What follows belongs to an exercise in optimizing a design on an open flow for small area; a production flow would make more cautious choices.
In this exercise RTL edits were held to simulation tests only and were not proved equivalent to the original.
Power is estimated from default activity; no workload was simulated.

==> flow/design.v, too long to show whole: its modules and the start of the top module <==
// module primitive_srlatch: 14 lines
// module primitive_dlatch: 10 lines
// module primitive_syncsrlatch: 19 lines
// module primitive_syncdlatch: 15 lines
// module primitive_counter: 33 lines
// module primitive_sr: 26 lines
// module primitive_sr_bram: 41 lines
// module IKAOPM_timinggen: 130 lines
// module IKAOPM_reg: 500 lines
// module reg_submdl_loreg_decoder: 16 lines
// module IKAOPM_noise: 68 lines
// module IKAOPM_lfo: 269 lines
// module IKAOPM_pg: 371 lines
// module pg_submdl_fnumrom: 9 lines
// module IKAOPM_eg: 373 lines
// module IKAOPM_op: 265 lines
// module op_submdl_logsinrom: 9 lines
// module op_submdl_exprom: 13 lines
// module IKAOPM_acc: 197 lines
// module IKAOPM_timer: 80 lines
// module IKAOPM: 311 lines
module IKAOPM #(parameter FULLY_SYNCHRONOUS = 1, parameter FAST_RESET = 0) (
    input   wire            i_EMUCLK,  
    input   wire            i_phiM_PCEN_n,  
    input   wire            i_IC_n,    
    output  wire            o_phi1,
    input   wire            i_CS_n,
    input   wire            i_RD_n,
    input   wire            i_WR_n,
    input   wire            i_A0,
    input   wire    [7:0]   i_D,
    output  wire    [7:0]   o_D,
    output  wire            o_D_OE,
    output  wire            o_CT2,  
    output  wire            o_CT1,  
    output  wire            o_IRQ_n,
    output  wire            o_SH1,
    output  wire            o_SH2,
    output  wire            o_SO,
    output  wire            o_EMU_R_SAMPLE, o_EMU_L_SAMPLE,
    output  wire signed     [15:0]  o_EMU_R_EX, o_EMU_L_EX,
    output  wire signed     [15:0]  o_EMU_R, o_EMU_L
);
  // ...
==> flow/run.sh <==
#!/bin/bash
# synth_recipe.tcl (not shown) runs the flow's synth.tcl, then flattens the netlist and writes it again
# the make line also repeats each setting of config.mk as NAME=value (left out here)
make -C /OpenROAD-flow-scripts/flow DESIGN_CONFIG=/design/flow/config.mk WORK_HOME=/design/flow/orfs CLKGATE_MAP_FILE= SYNTH_SCRIPT=/design/flow/synth_recipe.tcl finish
==> flow/config.mk <==
export PLATFORM = sky130hd
export DESIGN_NAME = IKAOPM
export DESIGN_NICKNAME = IKAOPM
export VERILOG_FILES = /design/flow/design.v
export SDC_FILE = /design/flow/constraint.sdc
export NUM_CORES = 4
export LEC_CHECK = 0
export CAP_MARGIN = 20
export CORE_MARGIN = 2
export CORE_UTILIZATION = 72
export CTS_BUF_LIST = sky130_fd_sc_hd__clkbuf_8
export CTS_CLUSTER_DIAMETER = 60
export CTS_CLUSTER_SIZE = 15
export PLACE_DENSITY = 0.82
export SLEW_MARGIN = 20
==> flow/constraint.sdc <==
create_clock -name core_clock -period 10.0 [get_ports {i_EMUCLK}]
set_input_delay 2.0000 -clock core_clock [delete_from_list [all_inputs] [get_ports {i_EMUCLK}]]
set_output_delay 2.0000 -clock core_clock [all_outputs]
set_load 0.01 [all_outputs]
==> reports/qor.yml, run 1 <==
outcome: "complete, no violations"
synth_top_family_by_area: "simple AND/OR/NAND/NOR gates"
hold_violations: 0
setup_viol: 0
met3_usage: 0.0319
top_layer_used: "met5"
yosysMostFrequentCell: "edfxtp_1"
wl_met2_mm: 144
timing.final.ws_setup_ns: 2.74
inv_count: 260
utilization: 0.771
start_util: 0.725
setup_tns_ns: 0
critPathKind: "flip-flop to flip-flop"
syn_nets: 9362
antenna_cells: 4
dpl_cell_area_sq_um: 160000
end_kind: "flip-flop"
dpl.cell_count: 11700
p_clk_frac: 0.285
h-tree-depth: 5
num-nonclk-buffers: 187
multi_input_cells: 4178
synth_compound_area_frac: 0.0525
grt-busiest-layer: "met2"
synth_cell_types: 97
sequentialPower_mw: 20.2
cts_root_buffer: "clkbuf_8"
cts_buffers: 341
synth.cells.most_frequent: "4090 x edfxtp_1, 686 x nand2_1, 506 x nor2_1"
crit_required_ns: 10.72
worstSetupEndpoint: "PG.cyc1r_saturated_pitchval[2]"
area_growth_pct: 6.25
reg2reg_depth: 27
min-delay-start: "REG.FULLY_SYNCHRONOUS_1_busctrl.a0_syncchain[0]"
grt_pass1_wl_mm: 436
route.layer.met1.wl_mm: 119
==> module primitive_sr, before the edit <==
module primitive_sr #(parameter WIDTH = 1, parameter LENGTH = 32, parameter TAP = 32, parameter TAP2 = 32 ) (
    input   wire                    i_EMUCLK,
    input   wire                    i_CEN_n, 
    input   wire    [WIDTH-1:0]     i_D,
    output  wire    [WIDTH-1:0]     o_Q_TAP,
    output  wire    [WIDTH-1:0]     o_Q_TAP2,
    output  wire    [WIDTH-1:0]     o_Q_LAST
);
reg     [WIDTH-1:0]     sr[0:LENGTH-1];
always @(posedge i_EMUCLK) begin
    if(!i_CEN_n) begin
        sr[0] <= i_D;
    end
end
genvar stage;
generate
for(stage = 0; stage < LENGTH-1; stage = stage + 1) begin : primitive_sr
    always @(posedge i_EMUCLK) if(!i_CEN_n) begin
        sr[stage + 1] <= sr[stage];
    end
end
endgenerate
assign  o_Q_LAST = sr[LENGTH-1];
assign  o_Q_TAP = (TAP == 0) ? i_D : sr[TAP-1];
assign  o_Q_TAP2 = (TAP2 == 0) ? i_D : sr[TAP2-1];
endmodule
==> module IKAOPM_reg, before the edit <==
module IKAOPM_reg #(parameter USE_BRAM_FOR_D32REG = 0, parameter FULLY_SYNCHRONOUS = 1) (
    input   wire            i_EMUCLK,  
    input   wire            i_MRST_n,
    input   wire            i_phi1_PCEN_n,  
    input   wire            i_phi1_NCEN_n,  
    input   wire            i_CYCLE_01,
    input   wire            i_CYCLE_31,
    input   wire            i_CS_n,
    input   wire            i_RD_n,
    input   wire            i_WR_n,
    input   wire            i_A0,
    input   wire    [7:0]   i_D,
    output  wire    [7:0]   o_D,   
    output  wire            o_D_OE,   
    input   wire            i_TIMERA_OVFL,
    input   wire            i_TIMERA_FLAG,
    input   wire            i_TIMERB_FLAG,
    output  reg     [7:0]   o_TEST,      
    output  reg             o_CT1,
    output  reg             o_CT2,
    output  reg             o_NE,        
    output  reg     [4:0]   o_NFRQ,      
    output  reg     [7:0]   o_CLKA1,         
    output  reg     [1:0]   o_CLKA2,         
    output  reg     [7:0]   o_CLKB,          
    output  wire            o_TIMERA_FRST,   
    output  wire            o_TIMERB_FRST,   
    output  reg             o_TIMERA_RUN,    
    output  reg             o_TIMERB_RUN,    
    output  reg             o_TIMERA_IRQ_EN, 
    output  reg             o_TIMERB_IRQ_EN, 
    output  reg     [7:0]   o_LFRQ,      
    output  reg     [6:0]   o_PMD,       
    output  reg     [6:0]   o_AMD,       
    output  reg     [1:0]   o_W,         
    output  wire            o_LFRQ_UPDATE,
    output  wire    [6:0]   o_KC, 
    output  wire    [5:0]   o_KF, 
    output  wire    [2:0]   o_PMS,
    output  wire    [2:0]   o_PMS_T1,   
    output  wire    [1:0]   o_DT2_T28,  
    output  wire    [1:0]   o_DT2_T29,  
    output  wire    [2:0]   o_DT1,
    output  wire    [3:0]   o_MUL,
    output  wire            o_KON,
    output  wire    [1:0]   o_KS,
    output  wire    [4:0]   o_AR,
    output  wire    [4:0]   o_D1R,
    output  wire    [4:0]   o_D2R,
    output  wire    [3:0]   o_RR,
    output  wire    [3:0]   o_D1L,
    output  wire    [6:0]   o_TL,
    output  wire    [1:0]   o_AMS,
    output  wire    [2:0]   o_ALG_T5,
    output  wire    [2:0]   o_ALG_T6,
    output  wire    [2:0]   o_FL,
    output  wire    [1:0]   o_RL,
    input   wire            i_REG_LFO_CLK,
    input   wire            i_REG_PHASE_CH6_C2,
    input   wire            i_REG_ATTENLEVEL_CH8_C2,
    input   wire    [13:0]  i_REG_OPDATA
);
wire            phi1pcen_n = i_phi1_PCEN_n;
wire            phi1ncen_n = i_phi1_NCEN_n;
wire            mrst_n = i_MRST_n;
reg             cycle_02;
always @(posedge i_EMUCLK) if(!phi1ncen_n) begin
    cycle_02 <= i_CYCLE_01;
end
wire    [7:0]   dbus_inlatch_temp;
wire            dreg_rq_inlatch, areg_rq_inlatch;
reg             dreg_rq_synced0, dreg_rq_synced1, dreg_rq_synced2;
reg             areg_rq_synced0, areg_rq_synced1, areg_rq_synced2;
wire            data_ld = dreg_rq_synced2;
wire            addr_ld = areg_rq_synced2;
always @(posedge i_EMUCLK) begin
    if(!phi1ncen_n) begin
        if(!mrst_n) begin
            dreg_rq_synced0 <= 1'b0;
            dreg_rq_synced2 <= 1'b0;
            areg_rq_synced0 <= 1'b0;
            areg_rq_synced2 <= 1'b0;
        end
        else begin
            dreg_rq_synced0 <= dreg_rq_inlatch;
            dreg_rq_synced2 <= dreg_rq_synced1;
            areg_rq_synced0 <= areg_rq_inlatch;
            areg_rq_synced2 <= areg_rq_synced1;
        end
    end
    if(!phi1pcen_n) begin
        if(!mrst_n) begin
            dreg_rq_synced1 <= 1'b0;
            areg_rq_synced1 <= 1'b0;
        end
        else begin
            dreg_rq_synced1 <= dreg_rq_synced0;
            areg_rq_synced1 <= areg_rq_synced0;
        end
    end
end
reg     [7:0]   dbus_inlatch; 
always @(posedge i_EMUCLK) begin
    if(!phi1ncen_n) begin
        if(!i_MRST_n) begin
            dbus_inlatch <= 8'h00;
        end
        else begin
            if(areg_rq_synced1 | dreg_rq_synced1) dbus_inlatch <= dbus_inlatch_temp;
        end
    end
end
generate
if(FULLY_SYNCHRONOUS == 0) begin : FULLY_SYNCHRONOUS_0_busctrl
    wire            dbus_inlatch_temp_en = ~|{i_CS_n, i_WR_n};
    wire            dreg_req_inlatch_set = ~(|{i_CS_n, i_WR_n, ~i_A0, ~mrst_n} | dreg_rq_synced1);
    wire            dreg_req_inlatch_rst = dreg_rq_synced1 | ~mrst_n;
    wire            areg_req_inlatch_set = ~(|{i_CS_n, i_WR_n,  i_A0, ~mrst_n} | areg_rq_synced1);
    wire            areg_req_inlatch_rst = areg_rq_synced1 | ~mrst_n;
    primitive_dlatch #(.WIDTH(8)) u_dbus_inlatch_temp (
        .i_EN(dbus_inlatch_temp_en), .i_D(i_D), .o_Q(dbus_inlatch_temp)
    );
    primitive_srlatch u_dreg_req_inlatch (
        .i_S(dreg_req_inlatch_set), .i_R(dreg_req_inlatch_rst), .o_Q(dreg_rq_inlatch)
    );
    primitive_srlatch u_areg_req_inlatch (
        .i_S(areg_req_inlatch_set), .i_R(areg_req_inlatch_rst), .o_Q(areg_rq_inlatch)
    );
end
else begin : FULLY_SYNCHRONOUS_1_busctrl
    reg     [7:0]   din_syncchain[0:1];
    reg     [1:0]   cs_n_syncchain, rd_n_syncchain, wr_n_syncchain, a0_syncchain;
    always @(posedge i_EMUCLK) begin
        din_syncchain[0] <= i_D;
        din_syncchain[1] <= din_syncchain[0];
        cs_n_syncchain[0] <= i_CS_n;
        cs_n_syncchain[1] <= cs_n_syncchain[0];
        wr_n_syncchain[0] <= i_WR_n;
        wr_n_syncchain[1] <= wr_n_syncchain[0];
        a0_syncchain[0] <= i_A0;
        a0_syncchain[1] <= a0_syncchain[0];
    end
    wire            cs_n = cs_n_syncchain[1];
    wire            wr_n = wr_n_syncchain[1];
    wire            a0 = a0_syncchain[1];
    wire    [7:0]   din = din_syncchain[1];
    wire            dbus_inlatch_temp_en = ~|{cs_n, wr_n};
    wire            dreg_req_inlatch_set = ~(|{cs_n, wr_n, ~a0, ~mrst_n} | dreg_rq_synced1);
    wire            dreg_req_inlatch_rst = dreg_rq_synced1 | ~mrst_n;
    wire            areg_req_inlatch_set = ~(|{cs_n, wr_n, a0, ~mrst_n} | areg_rq_synced1);
    wire            areg_req_inlatch_rst = areg_rq_synced1 | ~mrst_n;
    primitive_syncdlatch #(.WIDTH(8)) u_dbus_inlatch_temp (
        .i_EMUCLK(i_EMUCLK), .i_RST_n(i_MRST_n),
        .i_EN(dbus_inlatch_temp_en), .i_D(din), .o_Q(dbus_inlatch_temp)
    );
    primitive_syncsrlatch u_dreg_req_inlatch (
        .i_EMUCLK(i_EMUCLK), .i_RST_n(i_MRST_n),
        .i_S(dreg_req_inlatch_set), .i_R(dreg_req_inlatch_rst), .o_Q(dreg_rq_inlatch)
    );
    primitive_syncsrlatch u_areg_req_inlatch (
        .i_EMUCLK(i_EMUCLK), .i_RST_n(i_MRST_n),
        .i_S(areg_req_inlatch_set), .i_R(areg_req_inlatch_rst), .o_Q(areg_rq_inlatch)
    );
end
endgenerate
wire            reg10_en, reg11_en, reg12_en, reg14_en;  
wire            reg01_en;  
wire            reg0f_en;  
wire            reg19_en;  
wire            reg18_en;  
wire            reg1b_en;  
wire            reg08_en;  
assign  o_LFRQ_UPDATE = reg18_en;  
reg_submdl_loreg_decoder #(.TARGET_ADDR(8'h10)) u_reg10 (
    .i_EMUCLK(i_EMUCLK), .i_phi1_NCEN_n(phi1ncen_n),
    .i_ADDR(dbus_inlatch), .i_ADDR_LD(addr_ld), .i_DATA_LD(data_ld), .o_REG_LD(reg10_en)
);
reg_submdl_loreg_decoder #(.TARGET_ADDR(8'h11)) u_reg11 (
    .i_EMUCLK(i_EMUCLK), .i_phi1_NCEN_n(phi1ncen_n),
    .i_ADDR(dbus_inlatch), .i_ADDR_LD(addr_ld), .i_DATA_LD(data_ld), .o_REG_LD(reg11_en)
);
reg_submdl_loreg_decoder #(.TARGET_ADDR(8'h12)) u_reg12 (
    .i_EMUCLK(i_EMUCLK), .i_phi1_NCEN_n(phi1ncen_n),
    .i_ADDR(dbus_inlatch), .i_ADDR_LD(addr_ld), .i_DATA_LD(data_ld), .o_REG_LD(reg12_en)
);
reg_submdl_loreg_decoder #(.TARGET_ADDR(8'h14)) u_reg14 (
    .i_EMUCLK(i_EMUCLK), .i_phi1_NCEN_n(phi1ncen_n),
    .i_ADDR(dbus_inlatch), .i_ADDR_LD(addr_ld), .i_DATA_LD(data_ld), .o_REG_LD(reg14_en)
);
reg_submdl_loreg_decoder #(.TARGET_ADDR(8'h01)) u_reg01 (
    .i_EMUCLK(i_EMUCLK), .i_phi1_NCEN_n(phi1ncen_n),
    .i_ADDR(dbus_inlatch), .i_ADDR_LD(addr_ld), .i_DATA_LD(data_ld), .o_REG_LD(reg01_en)
);
reg_submdl_loreg_decoder #(.TARGET_ADDR(8'h0f)) u_reg0f (
    .i_EMUCLK(i_EMUCLK), .i_phi1_NCEN_n(phi1ncen_n),
    .i_ADDR(dbus_inlatch), .i_ADDR_LD(addr_ld), .i_DATA_LD(data_ld), .o_REG_LD(reg0f_en)
);
reg_submdl_loreg_decoder #(.TARGET_ADDR(8'h19)) u_reg19 (
    .i_EMUCLK(i_EMUCLK), .i_phi1_NCEN_n(phi1ncen_n),
    .i_ADDR(dbus_inlatch), .i_ADDR_LD(addr_ld), .i_DATA_LD(data_ld), .o_REG_LD(reg19_en)
);
reg_submdl_loreg_decoder #(.TARGET_ADDR(8'h18)) u_reg18 (
    .i_EMUCLK(i_EMUCLK), .i_phi1_NCEN_n(phi1ncen_n),
    .i_ADDR(dbus_inlatch), .i_ADDR_LD(addr_ld), .i_DATA_LD(data_ld), .o_REG_LD(reg18_en)
);
reg_submdl_loreg_decoder #(.TARGET_ADDR(8'h1B)) u_reg1b (
    .i_EMUCLK(i_EMUCLK), .i_phi1_NCEN_n(phi1ncen_n),
    .i_ADDR(dbus_inlatch), .i_ADDR_LD(addr_ld), .i_DATA_LD(data_ld), .o_REG_LD(reg1b_en)
);
reg_submdl_loreg_decoder #(.TARGET_ADDR(8'h08)) u_reg08 (
    .i_EMUCLK(i_EMUCLK), .i_phi1_NCEN_n(phi1ncen_n),
    .i_ADDR(dbus_inlatch), .i_ADDR_LD(addr_ld), .i_DATA_LD(data_ld), .o_REG_LD(reg08_en)
);
wire            hireg_addrreg_en = (addr_ld & (dbus_inlatch[7:5] != 3'b000));  
reg     [7:0]   hireg_addr;
always @(posedge i_EMUCLK or negedge mrst_n) begin
    if(!mrst_n) begin
        hireg_addr <= 8'hFF;
    end
    else begin
        if(!phi1pcen_n) begin
            if(hireg_addrreg_en) hireg_addr <= dbus_inlatch;
        end
    end
end
reg             hireg_addr_valid;
always @(posedge i_EMUCLK) begin
    if(!phi1ncen_n) begin
        if(!mrst_n) hireg_addr_valid <= 1'b0;
        else hireg_addr_valid <= hireg_addrreg_en | (hireg_addr_valid & ~addr_ld);
    end
end
wire            hireg_datareg_en = data_ld & hireg_addr_valid;
reg     [7:0]   hireg_data;
always @(posedge i_EMUCLK or negedge mrst_n) begin
    if(!mrst_n) begin
        hireg_data <= 8'hFF;
    end
    else begin
        if(!phi1ncen_n) begin
            if(hireg_datareg_en) hireg_data <= dbus_inlatch;
        end
    end
end
reg             hireg_data_valid;
always @(posedge i_EMUCLK) begin
    if(!phi1pcen_n) begin
        if(!mrst_n) hireg_data_valid <= 1'b0;
        else hireg_data_valid <= hireg_datareg_en | (hireg_data_valid & ~addr_ld);
    end
end
wire    [4:0]   hireg_addrcntr;
primitive_counter #(.WIDTH(5)) u_hireg_addrcntr (
    .i_EMUCLK(i_EMUCLK), .i_PCEN_n(phi1pcen_n), .i_NCEN_n(phi1ncen_n),
    .i_CNT(1'b1), .i_LD(1'b0), .i_RST(i_CYCLE_31 | ~mrst_n),
    .i_D(5'd0), .o_Q(hireg_addrcntr), .o_CO()
);
reg             reg38_3f_en;  
reg             reg30_37_en;  
reg             reg28_2f_en;  
reg             reg20_27_en;  
reg             rege0_ff_en;  
reg             regc0_df_en;  
reg             rega0_bf_en;  
reg             reg80_9f_en;  
reg             reg60_7f_en;  
reg             reg40_5f_en;  
always @(posedge i_EMUCLK) begin
    if(!phi1ncen_n) begin
        reg38_3f_en <= (hireg_addr[7:3] == 5'b00111) & (hireg_addr[2:0] == hireg_addrcntr[2:0]) & hireg_data_valid;
        reg30_37_en <= (hireg_addr[7:3] == 5'b00110) & (hireg_addr[2:0] == hireg_addrcntr[2:0]) & hireg_data_valid;
        reg28_2f_en <= (hireg_addr[7:3] == 5'b00101) & (hireg_addr[2:0] == hireg_addrcntr[2:0]) & hireg_data_valid;
        reg20_27_en <= (hireg_addr[7:3] == 5'b00100) & (hireg_addr[2:0] == hireg_addrcntr[2:0]) & hireg_data_valid;
        rege0_ff_en <= (hireg_addr[7:5] == 3'b111)   & (hireg_addr[4:0] == hireg_addrcntr)      & hireg_data_valid;
        regc0_df_en <= (hireg_addr[7:5] == 3'b110)   & (hireg_addr[4:0] == hireg_addrcntr)      & hireg_data_valid;
        rega0_bf_en <= (hireg_addr[7:5] == 3'b101)   & (hireg_addr[4:0] == hireg_addrcntr)      & hireg_data_valid;
        reg80_9f_en <= (hireg_addr[7:5] == 3'b100)   & (hireg_addr[4:0] == hireg_addrcntr)      & hireg_data_valid;
        reg60_7f_en <= (hireg_addr[7:5] == 3'b011)   & (hireg_addr[4:0] == hireg_addrcntr)      & hireg_data_valid;
        reg40_5f_en <= (hireg_addr[7:5] == 3'b010)   & (hireg_addr[4:0] == hireg_addrcntr)      & hireg_data_valid;
    end
end
reg     [1:0]   ct_reg;  
always @(posedge i_EMUCLK) if(!phi1ncen_n) begin
    o_CT1 <= o_TEST[3] ? i_REG_LFO_CLK : ct_reg[0];   
    o_CT2 <= ct_reg[1];
end
reg             csm_reg;
reg     [6:0]   kon_temp_reg;
assign  o_TIMERA_FRST = (reg14_en & dbus_inlatch[4]) | ~mrst_n;
assign  o_TIMERB_FRST = (reg14_en & dbus_inlatch[5]) | ~mrst_n;
always @(posedge i_EMUCLK) begin
    if(!phi1pcen_n) begin  
        if(!mrst_n) begin
            o_TEST          <= 8'h0;
            ct_reg          <= 2'b00;
            o_NE            <= 1'b0;
            o_NFRQ          <= 5'h00;
            o_CLKA1         <= 8'h0;
            o_CLKA2         <= 2'h0;
            o_CLKB          <= 8'h0;
            o_TIMERA_RUN    <= 1'b0;
            o_TIMERB_RUN    <= 1'b0;
            o_TIMERA_IRQ_EN <= 1'b0;
            o_TIMERB_IRQ_EN <= 1'b0;
            o_LFRQ          <= 8'h00;
            o_PMD           <= 7'h00;
            o_AMD           <= 7'h00;
            o_W             <= 2'd0;
            csm_reg         <= 1'b0;
            kon_temp_reg    <= 7'b0000_000;
        end
        else begin
            o_TEST          <= reg01_en ? dbus_inlatch      : o_TEST;
            ct_reg          <= reg1b_en ? dbus_inlatch[7:6] : ct_reg;
            o_NE            <= reg0f_en ? dbus_inlatch[7]   : o_NE;
            o_NFRQ          <= reg0f_en ? dbus_inlatch[4:0] : o_NFRQ;
            o_CLKA1         <= reg10_en ? dbus_inlatch      : o_CLKA1;
            o_CLKA2         <= reg11_en ? dbus_inlatch[1:0] : o_CLKA2;
            o_CLKB          <= reg12_en ? dbus_inlatch      : o_CLKB;
            o_TIMERA_RUN    <= reg14_en ? dbus_inlatch[0]   : o_TIMERA_RUN;
            o_TIMERB_RUN    <= reg14_en ? dbus_inlatch[1]   : o_TIMERB_RUN;
            o_TIMERA_IRQ_EN <= reg14_en ? dbus_inlatch[2]   : o_TIMERA_IRQ_EN;
            o_TIMERB_IRQ_EN <= reg14_en ? dbus_inlatch[3]   : o_TIMERB_IRQ_EN;
            o_LFRQ          <= reg18_en ? dbus_inlatch      : o_LFRQ;
            o_PMD           <= reg19_en ? (dbus_inlatch[7] == 1'b1) ? dbus_inlatch[6:0] : o_PMD :
                                          o_PMD;
            o_AMD           <= reg19_en ? (dbus_inlatch[7] == 1'b0) ? dbus_inlatch[6:0] : o_AMD :
                                          o_AMD;
            o_W             <= reg1b_en ? dbus_inlatch[1:0] : o_W;
            csm_reg         <= reg14_en ? dbus_inlatch[7]   : csm_reg;
            kon_temp_reg    <= reg08_en ? dbus_inlatch[6:0] : kon_temp_reg;
        end
    end
end
reg             ch_equal, force_kon;
always @(posedge i_EMUCLK) begin
    if(!phi1ncen_n) begin
        ch_equal <= hireg_addrcntr == {2'b00, kon_temp_reg[2:0]};  
        if(!mrst_n) force_kon <= 1'b0;
        else begin if(cycle_02) force_kon <= i_TIMERA_OVFL & csm_reg; end
    end
end
reg             kon_m1, kon_m2, kon_c1, kon_c2;
reg     [7:0]   kon_sr_0_7, kon_sr_8_15, kon_sr_16_23, kon_sr_24_31;
always @(posedge i_EMUCLK) begin
    if(!phi1ncen_n) begin
        kon_m1 <= kon_temp_reg[3]; kon_m2 <= kon_temp_reg[5];
        kon_c1 <= kon_temp_reg[4]; kon_c2 <= kon_temp_reg[6];
        kon_sr_0_7[0] <= ch_equal ? kon_m1 : (kon_sr_24_31[7] & mrst_n);
        kon_sr_0_7[7:1] <= kon_sr_0_7[6:0];
        kon_sr_8_15[0] <= ch_equal ? kon_c2 : kon_sr_0_7[7];
        kon_sr_8_15[7:1] <= kon_sr_8_15[6:0];
        kon_sr_16_23[0] <= ch_equal ? kon_c1 : kon_sr_8_15[7];
        kon_sr_16_23[7:1] <= kon_sr_16_23[6:0];
        kon_sr_24_31[0] <= ch_equal ? kon_m2 : kon_sr_16_23[7];
        kon_sr_24_31[7:1] <= kon_sr_24_31[6:0];
    end
end
assign  o_KON = kon_sr_24_31[5] | force_kon;
wire    [2:0]   pms_out;     
wire    [1:0]   ams_out;     
wire    [5:0]   kf_out;      
wire    [6:0]   kc_out;      
wire    [2:0]   fl_out;      
wire    [2:0]   alg_out;     
wire    [1:0]   rl_out;      
wire    [2:0]   pms_in  = !mrst_n ? 3'd0  : reg38_3f_en ? hireg_data[6:4] : pms_out;
wire    [1:0]   ams_in  = !mrst_n ? 2'd0  : reg38_3f_en ? hireg_data[1:0] : ams_out;
wire    [5:0]   kf_in   = !mrst_n ? 6'd0  : reg30_37_en ? hireg_data[7:2] : kf_out;
wire    [6:0]   kc_in   = !mrst_n ? 7'd0  : reg28_2f_en ? hireg_data[6:0] : kc_out;
wire    [2:0]   fl_in   = !mrst_n ? 3'd0  : reg20_27_en ? hireg_data[5:3] : fl_out;
wire    [2:0]   alg_in  = !mrst_n ? 3'd0  : reg20_27_en ? hireg_data[2:0] : alg_out;
wire    [1:0]   rl_in   = !mrst_n ? 2'b00 : reg20_27_en ? hireg_data[7:6] : rl_out;
primitive_sr #(.WIDTH(3), .LENGTH(8), .TAP(0), .TAP2(1)) u_pms_reg 
(.i_EMUCLK(i_EMUCLK), .i_CEN_n(phi1ncen_n), .i_D(pms_in), .o_Q_TAP(o_PMS), .o_Q_TAP2(o_PMS_T1), .o_Q_LAST(pms_out));
primitive_sr #(.WIDTH(2), .LENGTH(8), .TAP(8)) u_ams_reg 
(.i_EMUCLK(i_EMUCLK), .i_CEN_n(phi1ncen_n), .i_D(ams_in), .o_Q_TAP(), .o_Q_LAST(ams_out));
primitive_sr #(.WIDTH(6), .LENGTH(8), .TAP(1)) u_kf_reg 
(.i_EMUCLK(i_EMUCLK), .i_CEN_n(phi1ncen_n), .i_D(kf_in), .o_Q_TAP(o_KF), .o_Q_LAST(kf_out));
primitive_sr #(.WIDTH(7), .LENGTH(8), .TAP(1)) u_kc_reg 
(.i_EMUCLK(i_EMUCLK), .i_CEN_n(phi1ncen_n), .i_D(kc_in), .o_Q_TAP(o_KC), .o_Q_LAST(kc_out));
primitive_sr #(.WIDTH(3), .LENGTH(8), .TAP(6)) u_fl_reg 
(.i_EMUCLK(i_EMUCLK), .i_CEN_n(phi1ncen_n), .i_D(fl_in), .o_Q_TAP(o_FL), .o_Q_LAST(fl_out));
reg     [2:0]   alg_sr[0:7];
always @(posedge i_EMUCLK) if(!phi1ncen_n) begin
    alg_sr[0] <= alg_in;
    alg_sr[1] <= alg_sr[0];
    alg_sr[2] <= alg_sr[1];
    alg_sr[3] <= alg_sr[2];
    alg_sr[4] <= alg_sr[3];
    alg_sr[5] <= alg_sr[4];
    alg_sr[6] <= alg_sr[5];
    alg_sr[7] <= alg_sr[6];
end
assign  alg_out = alg_sr[7];
assign  o_ALG_T5 = alg_sr[4];
assign  o_ALG_T6 = alg_sr[5];
primitive_sr #(.WIDTH(2), .LENGTH(8), .TAP(5)) u_rl_reg 
(.i_EMUCLK(i_EMUCLK), .i_CEN_n(phi1ncen_n), .i_D(rl_in), .o_Q_TAP(o_RL), .o_Q_LAST(rl_out));
wire    [1:0]   dt2_out;     
wire    [2:0]   dt1_out;     
wire    [3:0]   mul_out;     
wire    [4:0]   ar_out;      
wire    [4:0]   d2r_out;     
wire    [4:0]   d1r_out;     
wire    [3:0]   rr_out;      
wire    [3:0]   d1l_out;     
wire            amen_out;    
wire    [1:0]   ks_out;      
wire    [6:0]   tl_out;      
generate
if(USE_BRAM_FOR_D32REG == 0) begin: d32reg_mode_sr
    wire    [1:0]   dt2_in  = !mrst_n ? 2'd0 : regc0_df_en ? hireg_data[7:6] : dt2_out;
    wire    [2:0]   dt1_in  = !mrst_n ? 3'd0 : reg40_5f_en ? hireg_data[6:4] : dt1_out;
    wire    [3:0]   mul_in  = !mrst_n ? 4'd0 : reg40_5f_en ? hireg_data[3:0] : mul_out;
    wire    [4:0]   ar_in   = !mrst_n ? 5'd0 : reg80_9f_en ? hireg_data[4:0] : ar_out;
    wire    [4:0]   d1r_in  = !mrst_n ? 5'd0 : rega0_bf_en ? hireg_data[4:0] : d1r_out;
    wire    [4:0]   d2r_in  = !mrst_n ? 5'd0 : regc0_df_en ? hireg_data[4:0] : d2r_out;
    wire    [3:0]   rr_in   = !mrst_n ? 4'd0 : rege0_ff_en ? hireg_data[3:0] : rr_out;
    wire    [3:0]   d1l_in  = !mrst_n ? 4'd0 : rege0_ff_en ? hireg_data[7:4] : d1l_out;
    wire            amen_in = !mrst_n ? 1'b0 : rega0_bf_en ? hireg_data[7]   : amen_out;
    wire    [1:0]   ks_in   = !mrst_n ? 2'd0 : reg80_9f_en ? hireg_data[7:6] : ks_out; 
    wire    [6:0]   tl_in   = !mrst_n ? 7'd0 : reg60_7f_en ? hireg_data[6:0] : tl_out; 
    primitive_sr #(.WIDTH(2), .LENGTH(32), .TAP(28), .TAP2(29)) u_dt2_reg 
    (.i_EMUCLK(i_EMUCLK), .i_CEN_n(phi1ncen_n), .i_D(dt2_in), .o_Q_TAP(o_DT2_T28), .o_Q_TAP2(o_DT2_T29), .o_Q_LAST(dt2_out));
    primitive_sr #(.WIDTH(3), .LENGTH(32), .TAP(32)) u_dt1_reg 
    (.i_EMUCLK(i_EMUCLK), .i_CEN_n(phi1ncen_n), .i_D(dt1_in), .o_Q_TAP(o_DT1), .o_Q_LAST(dt1_out));
    primitive_sr #(.WIDTH(4), .LENGTH(32), .TAP(32)) u_mul_reg 
    (.i_EMUCLK(i_EMUCLK), .i_CEN_n(phi1ncen_n), .i_D(mul_in), .o_Q_TAP(o_MUL), .o_Q_LAST(mul_out));
    primitive_sr #(.WIDTH(5), .LENGTH(32), .TAP(32)) u_ar_reg 
    (.i_EMUCLK(i_EMUCLK), .i_CEN_n(phi1ncen_n), .i_D(ar_in), .o_Q_TAP(o_AR), .o_Q_LAST(ar_out));
    primitive_sr #(.WIDTH(5), .LENGTH(32), .TAP(32)) u_d1r_reg 
    (.i_EMUCLK(i_EMUCLK), .i_CEN_n(phi1ncen_n), .i_D(d1r_in), .o_Q_TAP(o_D1R), .o_Q_LAST(d1r_out));
    primitive_sr #(.WIDTH(5), .LENGTH(32), .TAP(32)) u_d2r_reg 
    (.i_EMUCLK(i_EMUCLK), .i_CEN_n(phi1ncen_n), .i_D(d2r_in), .o_Q_TAP(o_D2R), .o_Q_LAST(d2r_out));
    primitive_sr #(.WIDTH(4), .LENGTH(32), .TAP(32)) u_rr_reg 
    (.i_EMUCLK(i_EMUCLK), .i_CEN_n(phi1ncen_n), .i_D(rr_in), .o_Q_TAP(o_RR), .o_Q_LAST(rr_out));
    primitive_sr #(.WIDTH(4), .LENGTH(32), .TAP(32)) u_d1l_reg 
    (.i_EMUCLK(i_EMUCLK), .i_CEN_n(phi1ncen_n), .i_D(d1l_in), .o_Q_TAP(o_D1L), .o_Q_LAST(d1l_out));
    primitive_sr #(.WIDTH(1), .LENGTH(32), .TAP(32)) u_amen_reg 
    (.i_EMUCLK(i_EMUCLK), .i_CEN_n(phi1ncen_n), .i_D(amen_in), .o_Q_TAP(), .o_Q_LAST(amen_out));
    primitive_sr #(.WIDTH(2), .LENGTH(32), .TAP(32)) u_ks_reg 
    (.i_EMUCLK(i_EMUCLK), .i_CEN_n(phi1ncen_n), .i_D(ks_in), .o_Q_TAP(o_KS), .o_Q_LAST(ks_out));
    primitive_sr #(.WIDTH(7), .LENGTH(32), .TAP(32)) u_tl_reg 
    (.i_EMUCLK(i_EMUCLK), .i_CEN_n(phi1ncen_n), .i_D(tl_in), .o_Q_TAP(o_TL), .o_Q_LAST(tl_out));
    assign  o_AMS = ams_out & {2{amen_out}};
end
else begin: d32reg_mode_bram
    wire    [1:0]   dt2_in  = !mrst_n ? 2'd0 : regc0_df_en ? hireg_data[7:6] : dt2_out;
    wire    [2:0]   dt1_in  = !mrst_n ? 3'd0 : hireg_data[6:4];
    wire    [3:0]   mul_in  = !mrst_n ? 4'd0 : hireg_data[3:0];
    wire    [4:0]   ar_in   = !mrst_n ? 5'd0 : hireg_data[4:0];
    wire    [4:0]   d1r_in  = !mrst_n ? 5'd0 : hireg_data[4:0];
    wire    [4:0]   d2r_in  = !mrst_n ? 5'd0 : hireg_data[4:0];
    wire    [3:0]   rr_in   = !mrst_n ? 4'd0 : hireg_data[3:0];
    wire    [3:0]   d1l_in  = !mrst_n ? 4'd0 : hireg_data[7:4];
    wire            amen_in = !mrst_n ? 1'b0 : hireg_data[7]  ;
    wire    [1:0]   ks_in   = !mrst_n ? 2'd0 : hireg_data[7:6];
    wire    [6:0]   tl_in   = !mrst_n ? 7'd0 : hireg_data[6:0];
    wire            d32reg_cntr_rst = i_CYCLE_31 | ~mrst_n;
    primitive_sr #(.WIDTH(2), .LENGTH(32), .TAP(28), .TAP2(29)) u_dt2_reg 
    (.i_EMUCLK(i_EMUCLK), .i_CEN_n(phi1ncen_n), .i_D(dt2_in), .o_Q_TAP(o_DT2_T28), .o_Q_TAP2(o_DT2_T29), .o_Q_LAST(dt2_out));
    primitive_sr_bram #(.WIDTH(3), .LENGTH(32), .TAP(32)) u_dt1_reg 
    (.i_EMUCLK(i_EMUCLK), .i_CEN_n(phi1ncen_n), .i_CNTRRST(d32reg_cntr_rst), .i_WR(reg40_5f_en), .i_D(dt1_in), .o_Q_TAP(o_DT1));
    primitive_sr_bram #(.WIDTH(4), .LENGTH(32), .TAP(32)) u_mul_reg 
    (.i_EMUCLK(i_EMUCLK), .i_CEN_n(phi1ncen_n), .i_CNTRRST(d32reg_cntr_rst), .i_WR(reg40_5f_en), .i_D(mul_in), .o_Q_TAP(o_MUL));
    primitive_sr_bram #(.WIDTH(5), .LENGTH(32), .TAP(32)) u_ar_reg 
    (.i_EMUCLK(i_EMUCLK), .i_CEN_n(phi1ncen_n), .i_CNTRRST(d32reg_cntr_rst), .i_WR(reg80_9f_en), .i_D(ar_in), .o_Q_TAP(o_AR));
    primitive_sr_bram #(.WIDTH(5), .LENGTH(32), .TAP(32)) u_d1r_reg 
    (.i_EMUCLK(i_EMUCLK), .i_CEN_n(phi1ncen_n), .i_CNTRRST(d32reg_cntr_rst), .i_WR(rega0_bf_en), .i_D(d1r_in), .o_Q_TAP(o_D1R));
    primitive_sr_bram #(.WIDTH(5), .LENGTH(32), .TAP(32)) u_d2r_reg 
    (.i_EMUCLK(i_EMUCLK), .i_CEN_n(phi1ncen_n), .i_CNTRRST(d32reg_cntr_rst), .i_WR(regc0_df_en), .i_D(d2r_in), .o_Q_TAP(o_D2R));
    primitive_sr_bram #(.WIDTH(4), .LENGTH(32), .TAP(32)) u_rr_reg 
    (.i_EMUCLK(i_EMUCLK), .i_CEN_n(phi1ncen_n), .i_CNTRRST(d32reg_cntr_rst), .i_WR(rege0_ff_en), .i_D(rr_in), .o_Q_TAP(o_RR));
    primitive_sr_bram #(.WIDTH(4), .LENGTH(32), .TAP(32)) u_d1l_reg 
    (.i_EMUCLK(i_EMUCLK), .i_CEN_n(phi1ncen_n), .i_CNTRRST(d32reg_cntr_rst), .i_WR(rege0_ff_en), .i_D(d1l_in), .o_Q_TAP(o_D1L));
    primitive_sr_bram #(.WIDTH(1), .LENGTH(32), .TAP(32)) u_amen_reg 
    (.i_EMUCLK(i_EMUCLK), .i_CEN_n(phi1ncen_n), .i_CNTRRST(d32reg_cntr_rst), .i_WR(rega0_bf_en), .i_D(amen_in), .o_Q_TAP());
    primitive_sr_bram #(.WIDTH(2), .LENGTH(32), .TAP(32)) u_ks_reg 
    (.i_EMUCLK(i_EMUCLK), .i_CEN_n(phi1ncen_n), .i_CNTRRST(d32reg_cntr_rst), .i_WR(reg80_9f_en), .i_D(ks_in), .o_Q_TAP(o_KS));
    primitive_sr_bram #(.WIDTH(7), .LENGTH(32), .TAP(32)) u_tl_reg 
    (.i_EMUCLK(i_EMUCLK), .i_CEN_n(phi1ncen_n), .i_CNTRRST(d32reg_cntr_rst), .i_WR(reg60_7f_en), .i_D(tl_in), .o_Q_TAP(o_TL));
end
endgenerate
reg             busycntr_cnt;
wire            busycntr_ovfl;
primitive_counter #(.WIDTH(5)) u_busycntr (
    .i_EMUCLK(i_EMUCLK), .i_PCEN_n(phi1pcen_n), .i_NCEN_n(phi1ncen_n),
    .i_CNT(busycntr_cnt), .i_LD(1'b0), .i_RST(~mrst_n),
    .i_D(5'd0), .o_Q(), .o_CO(busycntr_ovfl)
);
reg             write_busy;
always @(posedge i_EMUCLK) begin
    if(!phi1pcen_n) write_busy <= (write_busy & ~(~mrst_n | busycntr_ovfl)) | data_ld;
    if(!phi1ncen_n) busycntr_cnt <= write_busy;
end
wire        [7:0]   internal_data = o_TEST[7] ? {i_REG_PHASE_CH6_C2, i_REG_ATTENLEVEL_CH8_C2, i_REG_OPDATA[13:8]} : i_REG_OPDATA[7:0];
assign  o_D = o_TEST[6] ? internal_data : {write_busy, 5'b00000, i_TIMERB_FLAG, i_TIMERA_FLAG};
assign  o_D_OE = ~|{~mrst_n, i_A0, i_RD_n, i_CS_n};
endmodule
==> run 2, diff against run 1 <==
--- a/flow/design.v
+++ b/flow/design.v
@@ -89,7 +89,7 @@
 assign  o_CO = counter_full & i_CNT;
 assign  o_Q = counter;
 endmodule
-module primitive_sr #(parameter WIDTH = 1, parameter LENGTH = 32, parameter TAP = 32, parameter TAP2 = 32 ) (
+module primitive_sr #(parameter WIDTH = 1, parameter LENGTH = 32, parameter TAP = 32, parameter TAP2 = 0 ) (
     input   wire                    i_EMUCLK,
     input   wire                    i_CEN_n, 
     input   wire    [WIDTH-1:0]     i_D,
@@ -113,7 +113,14 @@
 endgenerate
 assign  o_Q_LAST = sr[LENGTH-1];
 assign  o_Q_TAP = (TAP == 0) ? i_D : sr[TAP-1];
-assign  o_Q_TAP2 = (TAP2 == 0) ? i_D : sr[TAP2-1];
+generate
+if(TAP2 == 0) begin : tap2_input
+    assign  o_Q_TAP2 = i_D;
+end
+else begin : tap2_stage
+    assign  o_Q_TAP2 = sr[TAP2-1];
+end
+endgenerate
 endmodule
 module primitive_sr_bram #(parameter WIDTH = 1, parameter LENGTH = 32, parameter TAP = 32 ) (
     input   wire                    i_EMUCLK,
@@ -459,46 +466,36 @@
 wire            reg1b_en;  
 wire            reg08_en;  
 assign  o_LFRQ_UPDATE = reg18_en;  
-reg_submdl_loreg_decoder #(.TARGET_ADDR(8'h10)) u_reg10 (
-    .i_EMUCLK(i_EMUCLK), .i_phi1_NCEN_n(phi1ncen_n),
-    .i_ADDR(dbus_inlatch), .i_ADDR_LD(addr_ld), .i_DATA_LD(data_ld), .o_REG_LD(reg10_en)
-);
-reg_submdl_loreg_decoder #(.TARGET_ADDR(8'h11)) u_reg11 (
-    .i_EMUCLK(i_EMUCLK), .i_phi1_NCEN_n(phi1ncen_n),
-    .i_ADDR(dbus_inlatch), .i_ADDR_LD(addr_ld), .i_DATA_LD(data_ld), .o_REG_LD(reg11_en)
-);
-reg_submdl_loreg_decoder #(.TARGET_ADDR(8'h12)) u_reg12 (
-    .i_EMUCLK(i_EMUCLK), .i_phi1_NCEN_n(phi1ncen_n),
-    .i_ADDR(dbus_inlatch), .i_ADDR_LD(addr_ld), .i_DATA_LD(data_ld), .o_REG_LD(reg12_en)
-);
-reg_submdl_loreg_decoder #(.TARGET_ADDR(8'h14)) u_reg14 (
-    .i_EMUCLK(i_EMUCLK), .i_phi1_NCEN_n(phi1ncen_n),
-    .i_ADDR(dbus_inlatch), .i_ADDR_LD(addr_ld), .i_DATA_LD(data_ld), .o_REG_LD(reg14_en)
-);
-reg_submdl_loreg_decoder #(.TARGET_ADDR(8'h01)) u_reg01 (
-    .i_EMUCLK(i_EMUCLK), .i_phi1_NCEN_n(phi1ncen_n),
-    .i_ADDR(dbus_inlatch), .i_ADDR_LD(addr_ld), .i_DATA_LD(data_ld), .o_REG_LD(reg01_en)
-);
-reg_submdl_loreg_decoder #(.TARGET_ADDR(8'h0f)) u_reg0f (
-    .i_EMUCLK(i_EMUCLK), .i_phi1_NCEN_n(phi1ncen_n),
-    .i_ADDR(dbus_inlatch), .i_ADDR_LD(addr_ld), .i_DATA_LD(data_ld), .o_REG_LD(reg0f_en)
-);
-reg_submdl_loreg_decoder #(.TARGET_ADDR(8'h19)) u_reg19 (
-    .i_EMUCLK(i_EMUCLK), .i_phi1_NCEN_n(phi1ncen_n),
-    .i_ADDR(dbus_inlatch), .i_ADDR_LD(addr_ld), .i_DATA_LD(data_ld), .o_REG_LD(reg19_en)
-);
-reg_submdl_loreg_decoder #(.TARGET_ADDR(8'h18)) u_reg18 (
-    .i_EMUCLK(i_EMUCLK), .i_phi1_NCEN_n(phi1ncen_n),
-    .i_ADDR(dbus_inlatch), .i_ADDR_LD(addr_ld), .i_DATA_LD(data_ld), .o_REG_LD(reg18_en)
-);
-reg_submdl_loreg_decoder #(.TARGET_ADDR(8'h1B)) u_reg1b (
-    .i_EMUCLK(i_EMUCLK), .i_phi1_NCEN_n(phi1ncen_n),
-    .i_ADDR(dbus_inlatch), .i_ADDR_LD(addr_ld), .i_DATA_LD(data_ld), .o_REG_LD(reg1b_en)
-);
-reg_submdl_loreg_decoder #(.TARGET_ADDR(8'h08)) u_reg08 (
-    .i_EMUCLK(i_EMUCLK), .i_phi1_NCEN_n(phi1ncen_n),
-    .i_ADDR(dbus_inlatch), .i_ADDR_LD(addr_ld), .i_DATA_LD(data_ld), .o_REG_LD(reg08_en)
-);
+reg     [3:0]   loreg_addr_code;
+always @(posedge i_EMUCLK) begin
+    if(!phi1ncen_n) begin
+        if(addr_ld) begin
+            case(dbus_inlatch)
+                8'h10: loreg_addr_code <= 4'd1;
+                8'h11: loreg_addr_code <= 4'd2;
+                8'h12: loreg_addr_code <= 4'd3;
+                8'h14: loreg_addr_code <= 4'd4;
+                8'h01: loreg_addr_code <= 4'd5;
+                8'h0f: loreg_addr_code <= 4'd6;
+                8'h19: loreg_addr_code <= 4'd7;
+                8'h18: loreg_addr_code <= 4'd8;
+                8'h1B: loreg_addr_code <= 4'd9;
+                8'h08: loreg_addr_code <= 4'd10;
+                default: loreg_addr_code <= 4'd0;
+            endcase
+        end
+    end
+end
+assign  reg10_en = (loreg_addr_code == 4'd1) & data_ld;
+assign  reg11_en = (loreg_addr_code == 4'd2) & data_ld;
+assign  reg12_en = (loreg_addr_code == 4'd3) & data_ld;
+assign  reg14_en = (loreg_addr_code == 4'd4) & data_ld;
+assign  reg01_en = (loreg_addr_code == 4'd5) & data_ld;
+assign  reg0f_en = (loreg_addr_code == 4'd6) & data_ld;
+assign  reg19_en = (loreg_addr_code == 4'd7) & data_ld;
+assign  reg18_en = (loreg_addr_code == 4'd8) & data_ld;
+assign  reg1b_en = (loreg_addr_code == 4'd9) & data_ld;
+assign  reg08_en = (loreg_addr_code == 4'd10) & data_ld;
 wire            hireg_addrreg_en = (addr_ld & (dbus_inlatch[7:5] != 3'b000));  
 reg     [7:0]   hireg_addr;
 always @(posedge i_EMUCLK or negedge mrst_n) begin
==> run 2 against run 1 <==
  * Worst hold slack improved by 0.035 ns
  * Flip-flop and latch count down 6
  * Final area about the same
  * Global-route usage down 0.97 points
  * Core utilization about the same
  * Synthesized cell count increased by 0.94%
  * Setup slack improved by 0.38 ns
  * Critical path type unchanged
  * Critical endpoint is now PG.cyc1r_saturated_pitchval[4]
  * Largest power group unchanged
==> reports/qor.yml, run 2 <==
hold_buffers: 0
drcViolationCount: 0
hp-class: "flip-flop to flip-flop"
rsz0062_at_grt: "no"
finClkSkew_ns: 0.107
startpoint_type: "flip-flop"
peakVddDrop_uv: 157
yosysMostFrequentCell: "edfxtp_1"
hold_violations: 0  # unchanged
pwr-share-seq: 0.676
final_common_cell: "edfxtp_1"
seq_area_sq_um: 126000
most-common-layout-cells: "4084 x edfxtp_1, 688 x nand2_1, 533 x nor2_1, 476 x a21oi_1, 360 x inv_1"
power.leakage_nw: 56.6
grt_usage: 0.250
critPathKind: "flip-flop to flip-flop"
ys_ff_latch: 4216
p_clk_frac: 0.282  # -0.003
regMostFlops: "PG.phasesr_mode_sr.u_cyc19r_cyc40r_phase_sr.sr"
synth.top_cell.area_share: 0.786
total_power_mw: 29.8
cts_tree: "built"
arrival_ns: 7.64
cts_setup_buffers: 0
place_ws_ns: 3.13
grt_max_degree: 279
timing.final.ws_setup_ns: 3.12  # +0.384 ns
outcome: "complete, no violations"
clkTransAtPathRegs_ns: 0.11
grt_pass1_vias: 73400
critical_path.max_fanout: 22
viasPerCell: 6.14
pin_count: 97
grt_pass1_wl_mm: 424  # -2.7%
wirelength_mm: 277
globalRouteOverflowTotal: 0
end_kind: "flip-flop"
critPathMaxStageDelay_ns: 0.83
cap_violations: 0
firstDrtPassIters: 7
cts_root_buffer: "clkbuf_8"
syn_area_per_cell_sq_um: 17.2
h-tree-depth: 5  # unchanged
cpMostUsedCell: "a21o_1"
cts_buffers: 342  # +0.29%
largest_reg_flops: 440
sw_frac_of_total: 0.210
cts_max_path_buffers: 4
netSwitchingPower_mw: 6.28
slew_violations: 0
seq_area_frac_synth: 0.805
core_sq_um: 215000
fin_crit_ns: 6.88
gp_congestion: 0.880
cts-resized-gates: 0
syn_area_sq_um: 156000
synth.cells.most_frequent: "4084 x edfxtp_1, 688 x nand2_1, 537 x nor2_1"
start_util: 0.726  # about the same
antenna_found_initial: 6
timing.final.crit_share: 0.688
synth_edf_count: 4084
cp_slowest_cell: "edfxtp_1"
pwr-share-comb: 0.042
wire_per_inst_microns: 22.7
design.die.area_sq_um: 221000
ys_dominant_reg_cell: "edfxtp_1"
yosys_warnings: 57
core.rowCount: 170
setup_viol: 0  # unchanged
port_buffers: 96
synth_cell_types: 95  # -2.1%
power_density_nw_per_um2: 180
synth_area_leaders: "edfxtp_1 79%, ha_1 2.4%, nand2_1 1.7%"
synth_cells: 9052
crit_required_ns: 10.76  # +0.04 ns
ys_async_sr_fraction: 0.0135
syn_nets: 9436  # +0.79%
clkLatencyLatePin_ns: 1.10
die_h_microns: 470
cell_internal_pwr_mw: 23.5
tightest_slew_ns: 1.15
drtIter0Drc: 8644
cts_sinks: 4216
synth_area_leader_cell: "edfxtp_1"
die_w_microns: 470
slew_headroom: 0.231
vias: 75000
antenna_left: 0
hpwlAfterDp_mm: 176
area_growth_pct: 6.15  # about the same
top_regs: "PG.phasesr_mode_sr.u_cyc19r_cyc40r_phase_sr.sr (440), EG.u_cyc13r_cyc40r_attenlevel_sr.sr (280), REG.d32reg_mode_sr.u_tl_reg.sr (224)"
fill_cells: 11100
drive_gt1_frac: 0.0678
fmax_ghz: 0.145
fin_nets: 9635
multi_input_area_sq_um: 28200
[run 2: final timing paths]
| check | start | to | slack, ns | depth (start not counted) |
|---|---|---|---|---|
| max | REG.u_pms_reg.sr[0][0] | PG.cyc1r_saturated_pitchval[4] | 3.12 | 25 |
| max in group asynchronous | TIMINGGEN.synced_mrst_n | REG.hireg_addr[5] | 8.47 | 2 |
| max reg2reg | REG.u_pms_reg.sr[0][0] | PG.cyc1r_saturated_pitchval[4] | 3.12 | 25 |
| min reg2reg | REG.FULLY_SYNCHRONOUS_1_busctrl.din_syncchain[0][1] | REG.FULLY_SYNCHRONOUS_1_busctrl.din_syncchain[1][1] | 0.34 | 0 |
| min in group asynchronous | TIMINGGEN.synced_mrst_n | LFO.multiplier_sr[6] | 0.43 | 1 |
| min | REG.FULLY_SYNCHRONOUS_1_busctrl.din_syncchain[0][1] | REG.FULLY_SYNCHRONOUS_1_busctrl.din_syncchain[1][1] | 0.34 | 0 |
[run 2: worst max-delay path: cells and delay by family (launching register included)]
| family | cells | cell delay (ns) |
|---|---|---|
| AOI/OAI and AO/OA | 11 | 2.47 |
| buffers and inverters | 2 | 0.23 |
| DFF | 1 | 0.83 |
| and+or+nand+nor | 6 | 0.70 |
| muxes | 2 | 0.81 |
| adders and majority gates | 4 | 1.57 |
[run 2: cells by family (layout without fill, tap and decap cells)]
family,after synthesis,count (layout),synth area share
multiplexers,237,237,0.0165
AO/OA/AOI/OAI,1345,1345,0.0547
AND/OR/NAND/NOR,2008,2008,0.0602
buffers and inverters,587,919,0.0148
XOR/XNOR,287,287,0.0162
flip-flops,4216,4216,0.805
adder cells (fa/ha/maj),372,372,0.0330
other,0,5,0
[run 2: per-stage QoR]
| step | setup TNS, ns | hold WS [ns] | area (sq um) | std cells | utilization |
|---|---|---|---|---|---|
| finish | 0 | 0.341 | 166000 | 12200 | 0.770 |
| global route | 0 | 0.348 | 166000 | 12200 | 0.770 |
| CTS | 0 | 0.342 | 166000 | 12200 | 0.770 |
| detailed placement | 0 | 0.319 | 160000 | 11700 | 0.745 |
| global placement | 0 | 0.313 | 160000 | 11700 | 0.745 |
| floorplan | -7717.36 | 0.310 | 156000 | 9052 | - |
[run 2: per-layer routing]
layer / track usage / up-vias / wire length [microns]
li1: - / 34300 / -
met1: 0.367 / 37300 / 118000
met2: 0.400 / 2798 / 134000
met3: 0.0333 / 591 / 16000
met4: 0.0817 / 2 / 8980
met5: 0 / - / 13
[run 2: power groups by stage]
stage / registers, mW / logic (mW) / clock network, mW
final: 20.2 / 1.24 / 8.42
after global placement: 20.5 / 1.19 / 0
after CTS: 20.2 / 1.24 / 8.62
after global routing: 20.2 / 1.38 / 9.19
after detailed placement: 20.6 / 1.23 / 0
after floorplan: 20.6 / 0.930 / 0
[run 2: layout make-up]
| cell class | count | share of cell area |
|---|---|---|
| Sequential cell | 4216 | 0.758 |
| Multi-Input combinational cell | 4249 | 0.170 |
| Clock buffer | 347 | 0.0288 |
| Tap cell | 2838 | 0.0214 |
| Timing Repair Buffer | 174 | 0.0107 |
| Inverter | 268 | 0.00628 |
| Clock inverter | 130 | 0.00428 |
| Antenna cell | 5 | 0.0000755 |

==> what the ideal ports hide <==
In the flow no input, the clock included, has a driving cell. The finished layouts below were timed again as built, in two steps. Step 1 assumes that a clkbuf_16 drives the clock port and a buf_2 every other input. Step 2 times the ports against the registers' clock, not the clock port: input delays grow and output delays shrink by t, the midpoint of the rising clock arrivals with the driver on. Slacks: ideal / step 1 / step 2; pairs: ideal / step 1.
run	t (ns)	setup slack, ns	hold WS [ns]	clock arrival spread, ns	cell pins on the clock port's net
run 1	1.136	2.737 / 2.737 / 2.737	0.306 / 0.306 / 0.306	0.151 / 0.151	1
run 2	1.127	3.121 / 3.121 / 3.121	0.341 / 0.341 / 0.341	0.132 / 0.132	1
After both steps setup and hold are still met in every run listed.
